This is an optimization exercise on Yosys and OpenROAD, whose aim is small area, a short achievable clock period and few clock cycles, not a production implementation. Function was checked by simulation only, so behaviour that the tests miss may differ from the original. No activity file was given, so power comes from the tool's default toggle rates.

Design top_fsm, start of the top module:
module top_fsm(
        input clk,
        input rst_n,
        input        ram_in_we,
        input [4 :0] ram_in_addr_wr,
        input [7 :0] ram_in_data_wr,
        input [3 :0] ram_out_addr_rd,
        output [15:0] ram_out_data_rd,
        input opmode_in,
        output reg done_out
);
Size in the first run: roughly 830 cells after synthesis, about 38 I/O pins, about 18000 µm² of cells after synthesis.
==> flow/config.mk <==
export PLATFORM = sky130hd
export DESIGN_NAME = top_fsm
export DESIGN_NICKNAME = top_fsm
export VERILOG_FILES = /design/flow/design.v
export SDC_FILE = /design/flow/constraint.sdc
export NUM_CORES = 4
export LEC_CHECK = 0
export CAP_MARGIN = 20
export CORE_MARGIN = 2
export CORE_UTILIZATION = 75
export CTS_CLUSTER_DIAMETER = 80
export CTS_CLUSTER_SIZE = 30
export SETUP_SLACK_MARGIN = 1.65
export SLEW_MARGIN = 20
export SYNTH_HIERARCHICAL = 1
==> flow/constraint.sdc <==
create_clock -name core_clock -period 4.5 [get_ports {clk}]
set_input_delay 0.9000 -clock core_clock [delete_from_list [all_inputs] [get_ports {clk}]]
set_output_delay 0.9000 -clock core_clock [all_outputs]
set_load 0.01 [all_outputs]
standard.sh (not shown) runs the stock make flow with config.mk's settings and CLKGATE_MAP_FILE= SYNTH_SCRIPT=/design/flow/synth_recipe.tcl, a recipe that flattens the netlist after the stock synthesis.
==> flow/flow/run.sh <==
#!/bin/bash
# The standard layout (standard synthesis included), with one extra step
# after floorplan (flow/downsize.tcl): every logic cell starts from the
# smallest size of its function before placement and timing repair, and
# the ports are buffered with buf_2 cells.
# Make's full output goes to flow_make.log; each step's own log is under
# orfs/logs.
set -euo pipefail
W=$(pwd)
bash standard.sh POST_FLOORPLAN_TCL="$W/flow/downsize.tcl" BUFFER_PORTS_ARGS="-buffer_cell sky130_fd_sc_hd__buf_2" finish > "$W/flow_make.log" 2>&1
==> flow/flow/downsize.tcl <==
# After floorplan: move every logic cell (not the flip-flops) to the
# smallest-area cell of the same function, so that the timing repair that
# follows starts from minimum sizes and upsizes only where timing needs it.
set n 0
set saved 0.0
foreach inst [get_cells *] {
  set master [get_property $inst ref_name]
  if {[string match "*df*" $master]} continue
  if {![regexp {^(sky130_fd_sc_hd__[a-z0-9]+)_([0-9]+)$} $master -> base drv]} continue
  set a0 [get_property [get_lib_cells $master] area]
  set best $master
  set besta $a0
  foreach lc [get_lib_cells ${base}_*] {
    set c [get_name $lc]
    if {![regexp "^${base}_\[0-9\]+\$" $c]} continue
    set a [get_property $lc area]
    if {$a < $besta} { set besta $a; set best $c }
  }
  if {$best ne $master} {
    replace_cell [get_full_name $inst] $best
    incr n
    set saved [expr {$saved + $a0 - $besta}]
  }
}
puts "downsize: $n cells moved to their smallest size, [format %.1f $saved] um2"
Testbench counts at the start, summed over its fixed seeds: cycles 5,207.
Change:
Settings changed: CORE_UTILIZATION 75 to 70, SETUP_SLACK_MARGIN 1.65 to 1.8.
Effect: Die area climbs by 7.0%. Count of clock-buffer cells in the layout went down by 1. Total power is about the same.
Change:
Settings changed: CORE_UTILIZATION 70 to 75, SETUP_SLACK_MARGIN 1.8 to 2.5.
Sequential share of layout area increases by 0.38 points.
Non-clock buffer count decreases by 3.
Utilization increases by 5.3 points.
Combinational power decreases by about 3%.
Setup slack loses 0.015 ns.
Change:
==> flow/flow/run.sh (replaced) <==
#!/bin/bash
# The standard layout (standard synthesis included), with one extra step
# after floorplan (flow/downsize.tcl): every logic cell starts from the
# smallest size of its function before placement and timing repair.
# Make's full output goes to flow_make.log; each step's own log is under
# orfs/logs.
set -euo pipefail
W=$(pwd)
bash standard.sh POST_FLOORPLAN_TCL="$W/flow/downsize.tcl" finish > "$W/flow_make.log" 2>&1
Settings changed: GPL_TIMING_DRIVEN from default to 0, SETUP_SLACK_MARGIN 2.5 to 1.5.
What happened: The changed run completed with no timing, DRC or antenna violations; sequential cell count does not change; count of clock-buffer cells in the layout came out higher by 1; utilization climbs by 1.0 points.

========
Setup of indigo:
The RTL this note starts from:
==> flow/design.v <==
module ram_dp_async_read
#(parameter WIDTH = 8,
  parameter DEPTH = 16,
  parameter DEPTH_LOG = $clog2(DEPTH))
(
 input clk,
 input wr_n,
 input [DEPTH_LOG-1:0] addr_wr,
 input [DEPTH_LOG-1:0] addr_rd,
 input [WIDTH-1:0] data_wr,
 output [WIDTH-1:0] data_rd
);
    reg [WIDTH-1:0] ram [0:DEPTH-1];
    always @(posedge clk) begin
        if(wr_n) begin
            ram[addr_wr] <= data_wr;
        end
    end
    assign data_rd = ram[addr_rd];
endmodule
module rd_inv(input a, output y);
    assign y = ~a;
endmodule
module rd_nand2(input a, input b, output y);
    assign y = ~(a & b);
endmodule
module rd_nor2(input a, input b, output y);
    assign y = ~(a | b);
endmodule
module rd_aoi22(input a1, input a2, input b1, input b2, output y);
    assign y = ~((a1 & a2) | (b1 & b2));
endmodule
module top_fsm(
        input clk,
        input rst_n,
        input        ram_in_we,
        input [4 :0] ram_in_addr_wr,
        input [7 :0] ram_in_data_wr,
        input [3 :0] ram_out_addr_rd,
        output [15:0] ram_out_data_rd,
        input opmode_in,
        output reg done_out
);
    reg [7:0] ram_in [0:31];
    reg [15:0] ram_out [0:15];
    integer i;
    always @(posedge clk) begin
        if (ram_in_we)
            ram_in[ram_in_addr_wr] <= ram_in_data_wr;
    end
    always @(posedge clk) begin
        if (opmode_in)
            for (i = 0; i < 16; i = i + 1)
                ram_out[i] <= {ram_in[2*i], ram_in[2*i+1]};
    end
    wire [3:0]  a = ram_out_addr_rd;
    wire [3:0]  an;
    wire [3:0]  pre_lo_n, pre_hi_n;
    wire [15:0] sel;
    genvar k, b, p;
    generate
        for (k = 0; k < 4; k = k + 1) begin : g_inv
            rd_inv u_inv (.a(a[k]), .y(an[k]));
        end
        for (k = 0; k < 4; k = k + 1) begin : g_pre
            rd_nand2 u_lo (.a(k[1] ? a[1] : an[1]), .b(k[0] ? a[0] : an[0]), .y(pre_lo_n[k]));
            rd_nand2 u_hi (.a(k[1] ? a[3] : an[3]), .b(k[0] ? a[2] : an[2]), .y(pre_hi_n[k]));
        end
        for (k = 0; k < 16; k = k + 1) begin : g_sel
            rd_nor2 u_sel (.a(pre_hi_n[k / 4]), .b(pre_lo_n[k % 4]), .y(sel[k]));
        end
        for (b = 0; b < 16; b = b + 1) begin : g_bit
            wire [7:0] pair_n;
            wire [3:0] quad;
            wire [1:0] half_n;
            for (p = 0; p < 8; p = p + 1) begin : g_pair
                rd_aoi22 u_pair (.a1(sel[2*p]),   .a2(ram_out[2*p][b]),
                                 .b1(sel[2*p+1]), .b2(ram_out[2*p+1][b]),
                                 .y(pair_n[p]));
            end
            for (p = 0; p < 4; p = p + 1) begin : g_quad
                rd_nand2 u_quad (.a(pair_n[2*p]), .b(pair_n[2*p+1]), .y(quad[p]));
            end
            for (p = 0; p < 2; p = p + 1) begin : g_half
                rd_nor2 u_half (.a(quad[2*p]), .b(quad[2*p+1]), .y(half_n[p]));
            end
            rd_nand2 u_out (.a(half_n[0]), .b(half_n[1]), .y(ram_out_data_rd[b]));
        end
    endgenerate
    always @(posedge clk or negedge rst_n) begin
        if (!rst_n)
            done_out <= 1'b0;
        else if (opmode_in)
            done_out <= 1'b1;
    end
endmodule
Settings: LEC_CHECK=0, CAP_MARGIN=20, CORE_MARGIN=2, CORE_UTILIZATION=75, CTS_CLUSTER_DIAMETER=80, CTS_CLUSTER_SIZE=30, SETUP_SLACK_MARGIN=2.0, SLEW_MARGIN=20, SYNTH_HIERARCHICAL=1; clock period 4.5 ns.
==> flow/flow/run.sh <==
#!/bin/bash
# The standard layout (standard synthesis included), with one extra step
# after floorplan (flow/downsize.tcl): every logic cell starts from the
# smallest size of its function before placement and timing repair, and
# the ports are buffered with buf_2 cells.
# Make's full output goes to flow_make.log; each step's own log is under
# orfs/logs.
set -euo pipefail
W=$(pwd)
bash standard.sh POST_FLOORPLAN_TCL="$W/flow/downsize.tcl" BUFFER_PORTS_ARGS="-buffer_cell sky130_fd_sc_hd__buf_2" finish > "$W/flow_make.log" 2>&1
Scripts as last shown in full above: flow/flow/downsize.tcl
The final layout from indigo, which completed every stage, passed the timing, design-rule and antenna checks at the end of the flow.
Testbench counts of indigo, summed over its fixed seeds: cycles 5,207.
--- input diff indigo..willow ---
- a change of SETUP_SLACK_MARGIN from 2.0 to 1.5
- an added CTS_BUF_LIST of sky130_fd_sc_hd__clkbuf_8
- a change of CTS_CLUSTER_SIZE from 30 to 20
- a change of CTS_CLUSTER_DIAMETER from 80 to 60
==> flow/flow/run.sh <==
#!/bin/bash
# The standard layout (standard synthesis included), with one extra step
# after floorplan (flow/downsize.tcl): every logic cell starts from the
# smallest size of its function before placement and timing repair.
# Make's full output goes to flow_make.log; each step's own log is under
# orfs/logs.
set -euo pipefail
W=$(pwd)
bash standard.sh POST_FLOORPLAN_TCL="$W/flow/downsize.tcl" finish > "$W/flow_make.log" 2>&1
- [compare] base=indigo new=willow: clock latency at the later pin of the worst-skew pair increased 0.05 ns, clock period minus final worst setup slack rose by 0.025 ns, portion of total power attributed to the clock network went up 1.2 points.
- Diff indigo -> willow: H-tree level count climbed 1; cell area after layout climbed 680 µm²; total power after layout climbed 190 µW; net total in the final layout climbed 6.7%.
- willow against indigo: net switching power went up 97 µW, post-synthesis sequential element count barely changed.
- Diff indigo -> willow | power drawn by the clock network | increase of about 7%
- On normalized max-slew margin: willow sits above indigo.
Changes in xenon relative to willow:
- CTS_CLUSTER_DIAMETER now 80, was 60
- SETUP_SLACK_MARGIN now 1.8, was 1.5
- CTS_BUF_LIST no longer set, was sky130_fd_sc_hd__clkbuf_8
- CTS_CLUSTER_SIZE now 30, was 20
-- flow/flow/run.sh --
<<< willow, line 4
# smallest size of its function before placement and timing repair.
>>> xenon, line 4
# smallest size of its function before placement and timing repair, and
# the ports are buffered with buf_2 cells.
<<< willow, line 9
bash standard.sh POST_FLOORPLAN_TCL="$W/flow/downsize.tcl" finish > "$W/flow_make.log" 2>&1
>>> xenon, line 10
bash standard.sh POST_FLOORPLAN_TCL="$W/flow/downsize.tcl" BUFFER_PORTS_ARGS="-buffer_cell sky130_fd_sc_hd__buf_2" finish > "$W/flow_make.log" 2>&1
Findings:
xenon has combinational power below what willow had. Clock-pin slew on the worst setup and hold paths | xenon below willow. Compared with willow, xenon shows placement-stage cell area that has gone down slightly. | detailed-route wire length | xenon vs willow | better |. Looking at average detailed-routed wire length per instance, xenon sits 1.8% higher than willow does.

========
RTL: the design.v shown in full above, as it stands there.
clock: 4.5 ns
lec_check: 0
cap_margin: 20
core_margin: 2
core_utilization: 75
cts_cluster_diameter: 80
cts_cluster_size: 30
gpl_timing_driven: 0
setup_slack_margin: 1.5
slew_margin: 20
synth_hierarchical: 1
==> flow/flow/run.sh <==
#!/bin/bash
# The standard layout (standard synthesis included), with one extra step
# after floorplan (flow/downsize.tcl): every logic cell starts from the
# smallest size of its function before placement and timing repair, and
# the ports are buffered with buf_2 cells.
# Make's full output goes to flow_make.log; each step's own log is under
# orfs/logs.
set -euo pipefail
W=$(pwd)
bash standard.sh POST_FLOORPLAN_TCL="$W/flow/downsize.tcl" BUFFER_PORTS_ARGS="-buffer_cell sky130_fd_sc_hd__buf_2" finish > "$W/flow_make.log" 2>&1
Scripts as last shown in full above: flow/flow/downsize.tcl
Testbench counts at the start, summed over its fixed seeds: cycles 5,207.
Rerun with:
- GPL_ROUTABILITY_DRIVEN: default -> 0
- GPL_TIMING_DRIVEN: 0 -> default
- SETUP_SLACK_MARGIN: 1.5 -> 1.8
The changed run ran to the end with no violations; routed wire length falls by 2.5%; total power came out lower by 1.2%; clock power went down by about 2%; global-route usage fell by 0.24 points; setup slack loses 0.041 ns; via count falls by 2.0%; final cell count shrinks by 2.2%; clock skew drops by 0.0098 ns; synthesized cell count stays the same; sequential power is about the same; register-to-register slack barely changes.
Rerun with:
==> flow/flow/run.sh (replaced) <==
#!/bin/bash
# The standard layout (standard synthesis included), with one extra step
# after floorplan (flow/downsize.tcl): every logic cell starts from the
# smallest size of its function before placement and timing repair.
# Make's full output goes to flow_make.log; each step's own log is under
# orfs/logs.
set -euo pipefail
W=$(pwd)
bash standard.sh POST_FLOORPLAN_TCL="$W/flow/downsize.tcl" finish > "$W/flow_make.log" 2>&1
- GPL_ROUTABILITY_DRIVEN: 0 -> default
- SETUP_SLACK_MARGIN: 1.8 -> 1.5
Outcome: The changed run finished clean; clock skew increases by 0.011 ns; worst setup slack improves by 0.060 ns; area after synthesis stays the same; register-to-register slack loses 0.04 ns; combinational power grows by 16%; routed wire length rises by 3.4%; via count rises by 2.9%; count of clock-buffer cells in the layout drops by 1; sequential share of layout area goes down by 2.9 points.
Rerun with:
--- a/flow/flow/run.sh
+++ b/flow/flow/run.sh
@@ -4 +4,2 @@
-# smallest size of its function before placement and timing repair.
+# smallest size of its function before placement and timing repair, and
+# the ports are buffered with buf_2 cells.
@@ -9 +10 @@
-bash standard.sh POST_FLOORPLAN_TCL="$W/flow/downsize.tcl" finish > "$W/flow_make.log" 2>&1
+bash standard.sh POST_FLOORPLAN_TCL="$W/flow/downsize.tcl" BUFFER_PORTS_ARGS="-buffer_cell sky130_fd_sc_hd__buf_2" finish > "$W/flow_make.log" 2>&1
Non-clock buffer count goes down by 36.
Cell count goes down by 2.6%.
First-iteration DRC count goes up by about 12%.
Power hardly moves.
Design area goes down by 0.96%.
Worst setup slack got worse by 0.018 ns.
Clock-buffer cell count goes up by 1.
Register-to-register slack got worse by 0.07 ns.
Die area stays the same.
Critical path depth goes down by 1.
Worst hold slack got worse by 0.29 ns.
Rerun with:
- CORE_UTILIZATION: 75 -> 78
- SETUP_SLACK_MARGIN: 1.5 -> 1.8
=> The new run went through all stages and came out clean; power is about the same; worst hold slack got worse by 0.011 ns; worst setup slack loses 0.13 ns; core utilization went up by 2.2 points; die area goes down by about 3.7%; wire length shrinks by 7.2%; register-to-register slack is better by 0.10 ns; synthesized cell count does not change.
Rerun with:
==> flow/flow/run.sh (replaced) <==
#!/bin/bash
# The standard layout (standard synthesis included), with one extra step
# after floorplan (flow/downsize.tcl): every logic cell starts from the
# smallest size of its function before placement and timing repair.
# Make's full output goes to flow_make.log; each step's own log is under
# orfs/logs.
set -euo pipefail
W=$(pwd)
bash standard.sh POST_FLOORPLAN_TCL="$W/flow/downsize.tcl" finish > "$W/flow_make.log" 2>&1
- CORE_UTILIZATION: 78 -> 65
- SETUP_SLACK_MARGIN: 1.8 -> 1.5
Result:
- The new run went through all stages and came out clean
- global-route usage is lower by 4.4 points
- worst setup slack gets better by 0.11 ns
- final area came out higher by 2.7%
- routed wire length shrinks by 0.97%
- combinational power went up by about 5%
- die area is higher by 19%
- non-clock buffer count is higher by 45
- synthesized area stays the same

========
RTL: the design.v shown in full above, as it stands there.
export LEC_CHECK = 0
export CAP_MARGIN = 20
export CORE_MARGIN = 2
export CORE_UTILIZATION = 75
export CTS_CLUSTER_DIAMETER = 80
export CTS_CLUSTER_SIZE = 30
export SETUP_SLACK_MARGIN = 1.2
export SLEW_MARGIN = 20
export SYNTH_HIERARCHICAL = 1
create_clock -name core_clock -period 4.5 [get_ports {clk}]
==> flow/flow/run.sh <==
#!/bin/bash
# The standard layout (standard synthesis included), with one extra step
# after floorplan (flow/downsize.tcl): every logic cell starts from the
# smallest size of its function before placement and timing repair, and
# the ports are buffered with buf_2 cells.
# Make's full output goes to flow_make.log; each step's own log is under
# orfs/logs.
set -euo pipefail
W=$(pwd)
bash standard.sh POST_FLOORPLAN_TCL="$W/flow/downsize.tcl" BUFFER_PORTS_ARGS="-buffer_cell sky130_fd_sc_hd__buf_2" finish > "$W/flow_make.log" 2>&1
Scripts as last shown in full above: flow/flow/downsize.tcl
Testbench counts at the start, summed over its fixed seeds: cycles 5,207.
Edit:
==> flow/run.sh (new file) <==
#!/bin/bash
# synth_recipe.tcl (not shown) runs the flow's synth.tcl, then flattens the netlist and writes it again
# the make line also repeats each setting of config.mk as NAME=value (left out here)
make -C /OpenROAD-flow-scripts/flow DESIGN_CONFIG=/design/flow/config.mk WORK_HOME=/design/flow/orfs CLKGATE_MAP_FILE= SYNTH_SCRIPT=/design/flow/synth_recipe.tcl finish
- SETUP_SLACK_MARGIN: 1.2 -> 1.5
removed: flow/flow/run.sh
removed: flow/flow/downsize.tcl
removed: flow/standard.sh
Power rose by 2.1%.
Final cell count is higher by 4.0%.
Synthesized cell count stays the same.
Synthesized area is unchanged.

==> afterwards: timing with drivers on the ports <==
How much do the figures lean on ideal ports? The routed layouts below were timed once more, with nothing changed but the port constraints. Step 1 sets driving cells, clkbuf_16 on the clock port and buf_2 on the other inputs (assumed; they add their load-dependent delay and slew). Step 2 moves the port delays by t, midway between the first and last clock arrival at a register: inputs arrive t later, outputs are due t later. That takes back most of the time a late clock gives input paths. Three values: no drivers, after step 1, after step 2; two values: the first two.
| run | t, ns | setup WS [ns] | worst setup path after step 2 |
|---|---|---|---|
| the first run of note 1 | 0.577 | 1.438 / 1.368 / 1.368 | input to output |
| the second run of note 1 | 0.585 | 1.325 / 1.265 / 1.265 | input to output |
| the third run of note 1 | 0.575 | 1.310 / 1.236 / 1.236 | input to output |
| the fourth run of note 1 | 0.580 | 1.413 / 1.340 / 0.985 | input to register |
| indigo | 0.577 | 1.365 / 1.305 / 1.305 | input to output |
| willow | 0.606 | 1.340 / 1.261 / 1.140 | input to register |
| xenon | 0.577 | 1.365 / 1.305 / 1.305 | input to output |
| the first run of note 3 | 0.583 | 1.406 / 1.339 / 1.297 | input to register |
| the second run of note 3 | 0.577 | 1.365 / 1.305 / 1.305 | input to output |
| the third run of note 3 | 0.574 | 1.425 / 1.361 / 1.148 | input to register |
| the fourth run of note 3 | 0.581 | 1.407 / 1.343 / 1.343 | input to output |
| the fifth run of note 3 | 0.580 | 1.277 / 1.226 / 1.226 | input to output |
| the sixth run of note 3 | 0.587 | 1.389 / 1.317 / 1.024 | input to register |
| the first run of note 4 | 0.583 | 1.254 / 1.228 / 1.228 | input to output |
| the second run of note 4 | 0.589 | 1.340 / 1.268 / 1.145 | input to register |
After both steps every run listed still meets setup and hold. The setup slack of the fourth run of note 1, which loses most, moves by -0.073 ns with the drivers and by -0.428 ns with both steps.
